What follows belongs to an exercise in optimizing a design on an open flow for small area and a short achievable clock period; a production flow would make more cautious choices. At most, simulation tests tie the RTL to the original design; equivalence was not proved. Power figures rest on the tool's default switching activity, not on a simulated workload.

==> flow/design.v <==
module finalproject #(
    parameter CLK_FREQ_HZ = 8_000,
    parameter SCAN_RATE   = 1000
)(
    input  wire        CLK,
    input  wire        RST_N,
    input  wire [3:0]  ROWS,
    output wire [3:0]  COLS,
    output wire [7:0]  HEX0,
    output wire [7:0]  HEX1,
    output wire [7:0]  HEX2,
    output wire [9:0]  LEDS,
    output wire [7:0]  DBG
);
    reg [2:0] cnt;
    reg       tick;        
    reg       first;       
    reg [3:0] colsx;       
    assign COLS = colsx ^ 4'b1110;
    always @(posedge CLK or negedge RST_N) begin
        if (!RST_N) begin
            cnt   <= 3'd0;
            tick  <= 1'b0;
            first <= 1'b1;
            colsx <= 4'b0000;
        end else begin
            cnt  <= cnt + 3'd1;
            tick <= (cnt == 3'd7);
            if (tick) begin
                first <= 1'b0;
                if (!first) colsx <= {COLS[2:0], COLS[3]} ^ 4'b1110;
            end
        end
    end
    wire one_row = (ROWS == 4'b1110) | (ROWS == 4'b1101) |
                   (ROWS == 4'b1011) | (ROWS == 4'b0111);
    wire [1:0] cidx = {~COLS[3] | ~COLS[2], ~COLS[3] | ~COLS[1]};
    wire [1:0] ridx = {~ROWS[3] | ~ROWS[2], ~ROWS[3] | ~ROWS[1]};
    reg [3:0] kcode;
    always @(*) begin
        case ({cidx, ridx})
            4'b00_00: kcode = 4'd1;  4'b00_01: kcode = 4'd4;
            4'b00_10: kcode = 4'd7;  4'b00_11: kcode = 4'hE;
            4'b01_00: kcode = 4'd2;  4'b01_01: kcode = 4'd5;
            4'b01_10: kcode = 4'd8;  4'b01_11: kcode = 4'd0;
            4'b10_00: kcode = 4'd3;  4'b10_01: kcode = 4'd6;
            4'b10_10: kcode = 4'd9;  4'b10_11: kcode = 4'hF;
            4'b11_00: kcode = 4'hA;  4'b11_01: kcode = 4'hB;
            4'b11_10: kcode = 4'hC;  default:  kcode = 4'hD;
        endcase
    end
    reg [3:0] code;        
    reg       kev;         
    reg       idle;        
    always @(posedge CLK) code <= kcode;
    always @(posedge CLK or negedge RST_N) begin
        if (!RST_N) begin
            kev  <= 1'b0;
            idle <= 1'b1;
        end else begin
            kev <= tick & idle & one_row;
            if (tick) idle <= (ROWS == 4'b1111);
        end
    end
    wire k_clr   = (code == 4'hE);
    wire k_eq    = (code == 4'hF);
    wire k_op    = code[3] & (code[2] ^ code[1]);
    wire k_digit = ~code[3] | ~(code[2] | code[1]);
    function [6:0] seg;
        input [3:0] v;
        begin
            seg[0] = (v[0] & ~v[1] & ~v[2] & ~v[3]) | (v[0] & ~v[1] & v[2] & v[3]) | (~v[0] & ~v[1] & v[2] & ~v[3]) | (v[0] & v[1] & ~v[2] & v[3]);
            seg[1] = (~v[0] & v[2] & v[3]) | (v[0] & ~v[1] & v[2] & ~v[3]) | (~v[0] & v[1] & v[2]) | (v[0] & v[1] & v[3]);
            seg[2] = (~v[0] & v[1] & ~v[2] & ~v[3]) | (v[1] & v[2] & v[3]) | (~v[0] & v[2] & v[3]);
            seg[3] = (v[0] & ~v[1] & ~v[2] & ~v[3]) | (~v[0] & ~v[1] & v[2] & ~v[3]) | (~v[0] & v[1] & ~v[2] & v[3]) | (v[0] & v[1] & v[2]);
            seg[4] = (v[0] & ~v[3]) | (~v[1] & v[2] & ~v[3]) | (v[0] & ~v[1] & ~v[2]);
            seg[5] = (v[0] & ~v[1] & v[2] & v[3]) | (v[1] & ~v[2] & ~v[3]) | (v[0] & ~v[2] & ~v[3]) | (v[0] & v[1] & ~v[3]);
            seg[6] = (~v[0] & ~v[1] & v[2] & v[3]) | (v[0] & v[1] & v[2] & ~v[3]) | (~v[1] & ~v[2] & ~v[3]);
        end
    endfunction
    reg [6:0] opa, opb;
    reg [2:0] op;
    reg       opsel;
    reg       done;
    reg       nfirst_op;   
    wire      first_op = ~nfirst_op;
    reg [1:0] dcnt;
    reg [3:0] last_key;
    reg       nready;      
    wire      ready = ~nready;
    reg [6:0] nh0, nh1, nh2;
    wire [6:0] hex0 = nh0 ^ 7'b1000000;
    wire [6:0] hex1 = ~nh1;
    wire [6:0] hex2 = ~nh2;
    reg [9:0] lfsr;
    wire acc   = kev & ready;
    wire work  = acc & ~k_clr & ~done;      
    wire w_dig = work & k_digit;
    wire w_op  = work & k_op;
    wire w_eq  = work & k_eq;
    wire w_clr = acc & k_clr;
    wire       two = (dcnt == 2'd1);
    wire [6:0] x10 = {last_key, 3'b000} + {2'b00, last_key, 1'b0} + {3'b000, code};
    wire [6:0] nv  = two ? x10 : {3'b000, code};
    localparam [9:0] LFSR_SEED = 10'h001;
    localparam [9:0] LFSR_END  = 10'h2d3;
    wire [9:0] lfsr_nx = {lfsr[8:0], lfsr[9] ^ lfsr[6]};
    always @(posedge CLK)
        lfsr <= work ? LFSR_SEED : lfsr_nx;
    localparam S_IDLE = 3'd0, S_WAIT = 3'd1, S_START = 3'd2, S_LOOP = 3'd3,
               S_FIX = 3'd4, S_CONV = 3'd5, S_SEG = 3'd6;
    reg [7:0] R, Q;
    reg       c, qc, eqf;
    reg [2:0] st;
    wire op_sub = (op == 3'd2);
    wire op_mul = (op == 3'd3);
    wire op_div = (op == 3'd4);
    wire k0 = (cnt == 3'd0);
    wire k7 = (cnt == 3'd7);
    wire [7:0] opa8 = {1'b0, opa};
    wire [7:0] opb8 = {1'b0, opb};
    wire ab = opa8[cnt];
    wire bb = opb8[cnt];
    wire tb = (cnt == 3'd1) | (cnt == 3'd3);                  
    wire eb = (cnt == 3'd1) | (cnt == 3'd2) | (cnt == 3'd3);   
    wire bz  = (opb == 7'd0);
    wire err = op_div & bz;
    wire ld  = ~op_mul;    
    wire in_conv = (st == S_CONV);
    wire sub = in_conv | op_sub | op_div;
    wire rb  = R[0];
    wire qb  = Q[0];
    wire yb  = (in_conv ? tb : bb) ^ sub;
    wire cin = k0 ? sub : c;
    wire sb  = rb ^ yb ^ cin;
    wire cout = (rb & yb) | (cin & (rb ^ yb));
    wire qcin = k0 | qc;
    wire qs  = qb ^ qcin;
    reg nbR, nbQ;
    always @(*) begin
        case (st)
            S_START: begin
                nbR = err ? eb : (ld & ab);
                nbQ = err ? eb : ld;
            end
            S_LOOP, S_CONV: begin
                nbR = sb;
                nbQ = qs;
            end
            S_FIX: begin
                nbR = op_div ? qb : (op_mul & rb);
                nbQ = 1'b0;
            end
            default: begin
                nbR = rb;
                nbQ = qb;
            end
        endcase
        if (k7) begin
            nbR = 1'b0;
            nbQ = 1'b0;
        end
    end
    wire ge10 = R[7] | R[6] | R[5] | (R[4] & (R[3] | R[2]));
    wire q9   = Q[4] & Q[1];
    wire [2:0] s_cs = (ge10 & ~q9) ? S_CONV : S_SEG;
    wire [3:0] units = {R[2], R[1], R[0], R[7]};       
    wire [3:0] s0   = (st == S_SEG) ? Q[4:1] : (k_eq ? (units & {4{opsel}}) : code);
    wire [6:0] seg0 = seg(s0);
    reg [2:0] st_n;
    always @(*) begin
        case (st)
            S_WAIT:  st_n = S_START;
            S_START: st_n = err ? S_SEG : ((ld | ~eqf) ? S_LOOP : s_cs);
            S_LOOP:  st_n = op_mul ? (eqf ? S_FIX : S_LOOP) :
                            op_div ? (c ? S_LOOP : S_FIX) :
                            op_sub ? (c ? s_cs : S_FIX) : s_cs;
            S_FIX:   st_n = s_cs;
            S_CONV:  st_n = s_cs;
            default: st_n = S_IDLE;
        endcase
    end
    always @(posedge CLK) begin
        c   <= cout;
        qc  <= qcin & qb;
        eqf <= (k0 | eqf) & ~(nbQ ^ ab);
        R   <= {nbR, R[7:1]};
        if ((st == S_SEG) & k7) Q <= {1'b0, seg0};
        else Q <= {nbQ, Q[7:1]};
    end
    always @(posedge CLK or negedge RST_N) begin
        if (!RST_N) st <= S_IDLE;
        else if (w_dig | w_op) st <= S_WAIT;
        else if (k7) st <= st_n;
    end
    wire [2:0] op_n   = w_clr ? 3'd0 : (w_op ? code[2:0] - 3'd1 : op);
    wire       done_n = ~w_clr & (done | w_eq);
    always @(posedge CLK or negedge RST_N) begin
        if (!RST_N) begin
            opa <= 0; opb <= 0; op <= 0; opsel <= 0; done <= 0;
            nfirst_op <= 0; dcnt <= 0; last_key <= 0; nready <= 0;
            nh0 <= 7'd0; nh1 <= 7'd0; nh2 <= 7'd0;
        end else begin
            if (work) nready <= 1'b1;
            else if (lfsr == LFSR_END && cnt == 3'd2) nready <= 1'b0;
            if (acc) last_key <= code;
            if (w_clr | (w_dig & first_op)) opa <= w_clr ? 7'd0 : nv;
            if (w_clr | (w_dig & ~first_op)) opb <= w_clr ? 7'd0 : nv;
            op <= op_n;
            done <= done_n;
            if (w_clr | w_op) opsel <= w_op;
            if (w_clr | w_op) nfirst_op <= ~w_clr;
            if (w_clr | w_op | w_dig) dcnt <= w_dig ? (two ? 2'd2 : 2'd1) : 2'd0;
            if (w_clr) nh0 <= (7'b1000000) ^ 7'b1000000;
            else if (w_dig | w_eq) nh0 <= (seg0) ^ 7'b1000000;
            if (w_eq) nh1 <= ~(opsel ? {Q[5:0], Q[7]} : 7'b1000000);
            else if (w_dig & two) nh1 <= ~(hex0);
            else if (w_clr | w_op | w_dig) nh1 <= ~(7'b1111111);
            if (w_clr) nh2 <= ~(7'b1111111);
            else if (w_op)
                case (code[2:0])
                    3'b010:  nh2 <= ~(7'b0001000);     
                    3'b011:  nh2 <= ~(7'b0000011);     
                    3'b100:  nh2 <= ~(7'b1000110);     
                    default: nh2 <= ~(7'b0100001);     
                endcase
            else if (w_eq & ~opsel) nh2 <= ~(7'b0001110);   
        end
    end
    assign HEX0 = {1'b1, hex0};
    assign HEX1 = {1'b1, hex1};
    assign HEX2 = {1'b1, hex2};
    assign LEDS = {done, opsel, first_op, dcnt, ready, last_key};
    assign DBG  = {op, done, opa[3:0]};
endmodule
==> flow/config.mk <==
export PLATFORM = sky130hd
export DESIGN_NAME = finalproject
export DESIGN_NICKNAME = finalproject
export VERILOG_FILES = /design/flow/design.v
export SDC_FILE = /design/flow/constraint.sdc
export NUM_CORES = 4
export LEC_CHECK = 0
export ABC_AREA = 1
export CAP_MARGIN = 20
export CORE_MARGIN = 2
export CORE_UTILIZATION = 40
export SLEW_MARGIN = 20
==> flow/constraint.sdc <==
create_clock -name core_clock -period 10.0 [get_ports {CLK}]
set_input_delay 2.0000 -clock core_clock [delete_from_list [all_inputs] [get_ports {CLK}]]
set_output_delay 2.0000 -clock core_clock [all_outputs]
set_load 0.01 [all_outputs]
standard.sh (not shown) runs the stock make flow with config.mk's settings and CLKGATE_MAP_FILE= SYNTH_SCRIPT=/design/flow/synth_recipe.tcl, a recipe that flattens the netlist after the stock synthesis.
==> flow/flow/run.sh <==
#!/bin/bash
# Own flow: the standard layout (standard.sh, unchanged synthesis,
# floorplan, power grid, placement, CTS and routing), with two changes:
#  - the port buffers are plain buffers instead of the delay cells that
#    buffer_ports picks by default;
#  - setup repair aims at a margin below the clock period.
# Each tool's full output stays in orfs/logs; make's output goes to
# standard.log in this folder.
set -euo pipefail
bash standard.sh \
  "BUFFER_PORTS_ARGS=-buffer_cell sky130_fd_sc_hd__buf_2" \
  SETUP_SLACK_MARGIN=7 \
  finish > standard.log 2>&1
Next try:
--- a/flow/design.v
+++ b/flow/design.v
@@ -15,26 +15,25 @@
     reg [2:0] cnt;
     reg       tick;        
     reg       first;       
-    reg [3:0] colsx;       
-    assign COLS = colsx ^ 4'b1110;
+    reg [3:0] ncols;       
     always @(posedge CLK or negedge RST_N) begin
         if (!RST_N) begin
             cnt   <= 3'd0;
             tick  <= 1'b0;
             first <= 1'b1;
-            colsx <= 4'b0000;
+            ncols <= 4'b0001;
         end else begin
             cnt  <= cnt + 3'd1;
             tick <= (cnt == 3'd7);
             if (tick) begin
                 first <= 1'b0;
-                if (!first) colsx <= {COLS[2:0], COLS[3]} ^ 4'b1110;
+                if (!first) ncols <= {ncols[2:0], ncols[3]};
             end
         end
     end
     wire one_row = (ROWS == 4'b1110) | (ROWS == 4'b1101) |
                    (ROWS == 4'b1011) | (ROWS == 4'b0111);
-    wire [1:0] cidx = {~COLS[3] | ~COLS[2], ~COLS[3] | ~COLS[1]};
+    wire [1:0] cidx = {ncols[3] | ncols[2], ncols[3] | ncols[1]};
     wire [1:0] ridx = {~ROWS[3] | ~ROWS[2], ~ROWS[3] | ~ROWS[1]};
     reg [3:0] kcode;
     always @(*) begin
@@ -92,7 +91,7 @@
     wire [6:0] hex0 = nh0 ^ 7'b1000000;
     wire [6:0] hex1 = ~nh1;
     wire [6:0] hex2 = ~nh2;
-    reg [9:0] lfsr;
+    reg [12:0] lfsr;
     wire acc   = kev & ready;
     wire work  = acc & ~k_clr & ~done;      
     wire w_dig = work & k_digit;
@@ -102,9 +101,9 @@
     wire       two = (dcnt == 2'd1);
     wire [6:0] x10 = {last_key, 3'b000} + {2'b00, last_key, 1'b0} + {3'b000, code};
     wire [6:0] nv  = two ? x10 : {3'b000, code};
-    localparam [9:0] LFSR_SEED = 10'h001;
-    localparam [9:0] LFSR_END  = 10'h2d3;
-    wire [9:0] lfsr_nx = {lfsr[8:0], lfsr[9] ^ lfsr[6]};
+    localparam [12:0] LFSR_SEED = 13'h0001;
+    localparam [12:0] LFSR_END  = 13'h1914;
+    wire [12:0] lfsr_nx = {lfsr[11:0], lfsr[12] ^ lfsr[3] ^ lfsr[2] ^ lfsr[0]};
     always @(posedge CLK)
         lfsr <= work ? LFSR_SEED : lfsr_nx;
     localparam S_IDLE = 3'd0, S_WAIT = 3'd1, S_START = 3'd2, S_LOOP = 3'd3,
@@ -112,6 +111,7 @@
     reg [7:0] R, Q;
     reg       c, qc, eqf;
     reg [2:0] st;
+    wire op_add = (op == 3'd1);
     wire op_sub = (op == 3'd2);
     wire op_mul = (op == 3'd3);
     wire op_div = (op == 3'd4);
@@ -125,7 +125,7 @@
     wire eb = (cnt == 3'd1) | (cnt == 3'd2) | (cnt == 3'd3);   
     wire bz  = (opb == 7'd0);
     wire err = op_div & bz;
-    wire ld  = ~op_mul;    
+    wire ld  = op_add | op_sub | op_div;
     wire in_conv = (st == S_CONV);
     wire sub = in_conv | op_sub | op_div;
     wire rb  = R[0];
@@ -171,7 +171,7 @@
     always @(*) begin
         case (st)
             S_WAIT:  st_n = S_START;
-            S_START: st_n = err ? S_SEG : ((ld | ~eqf) ? S_LOOP : s_cs);
+            S_START: st_n = err ? S_SEG : ((ld | (op_mul & ~eqf)) ? S_LOOP : s_cs);
             S_LOOP:  st_n = op_mul ? (eqf ? S_FIX : S_LOOP) :
                             op_div ? (c ? S_LOOP : S_FIX) :
                             op_sub ? (c ? s_cs : S_FIX) : s_cs;
@@ -202,7 +202,7 @@
             nh0 <= 7'd0; nh1 <= 7'd0; nh2 <= 7'd0;
         end else begin
             if (work) nready <= 1'b1;
-            else if (lfsr == LFSR_END && cnt == 3'd2) nready <= 1'b0;
+            else if (lfsr == LFSR_END) nready <= 1'b0;
             if (acc) last_key <= code;
             if (w_clr | (w_dig & first_op)) opa <= w_clr ? 7'd0 : nv;
             if (w_clr | (w_dig & ~first_op)) opb <= w_clr ? 7'd0 : nv;
@@ -231,5 +231,6 @@
     assign HEX1 = {1'b1, hex1};
     assign HEX2 = {1'b1, hex2};
     assign LEDS = {done, opsel, first_op, dcnt, ready, last_key};
+    assign COLS = ~ncols;
     assign DBG  = {op, done, opa[3:0]};
 endmodule
Routed wire length came out higher by a few percent.
Non-clock buffer count came out higher by 2.
First-iteration DRC count came out higher by roughly a tenth.
Via count came out higher by a few percent.
Global-route usage came out lower by 0.13 points.
Total power came out higher by a quarter to a third.
Final area came out higher by a few percent.
Setup slack got worse by 0.075 ns.
Clock power came out higher by a few percent.
Combinational power came out higher by well over a third.
Function not checked in the second run of this note: the RTL went through the layout flow alone.

==> re-timing with driven ports <==
The flow's constraints put no driver on any port. The routed layouts listed below were extracted and timed again, unchanged, in two steps. Step 1 assumes that a clkbuf_16 drives the clock port and a buf_2 every other input. Step 2 moves the port delays by t, midway between the first and last clock arrival at a register: inputs arrive t later, outputs are due t later. That takes back most of the time a late clock gives input paths. a / b / c = no drivers / after step 1 / after step 2; a / b = the first two.
| run | t, ns | slack for setup (ns) | worst setup path after step 2 |
|---|---|---|---|
| the first run | 0.372 | 7.048 / 7.008 / 7.226 | input to register |
| the second run | 0.381 | 6.973 / 6.935 / 7.139 | input to register |
After both steps every run listed still meets setup and hold.
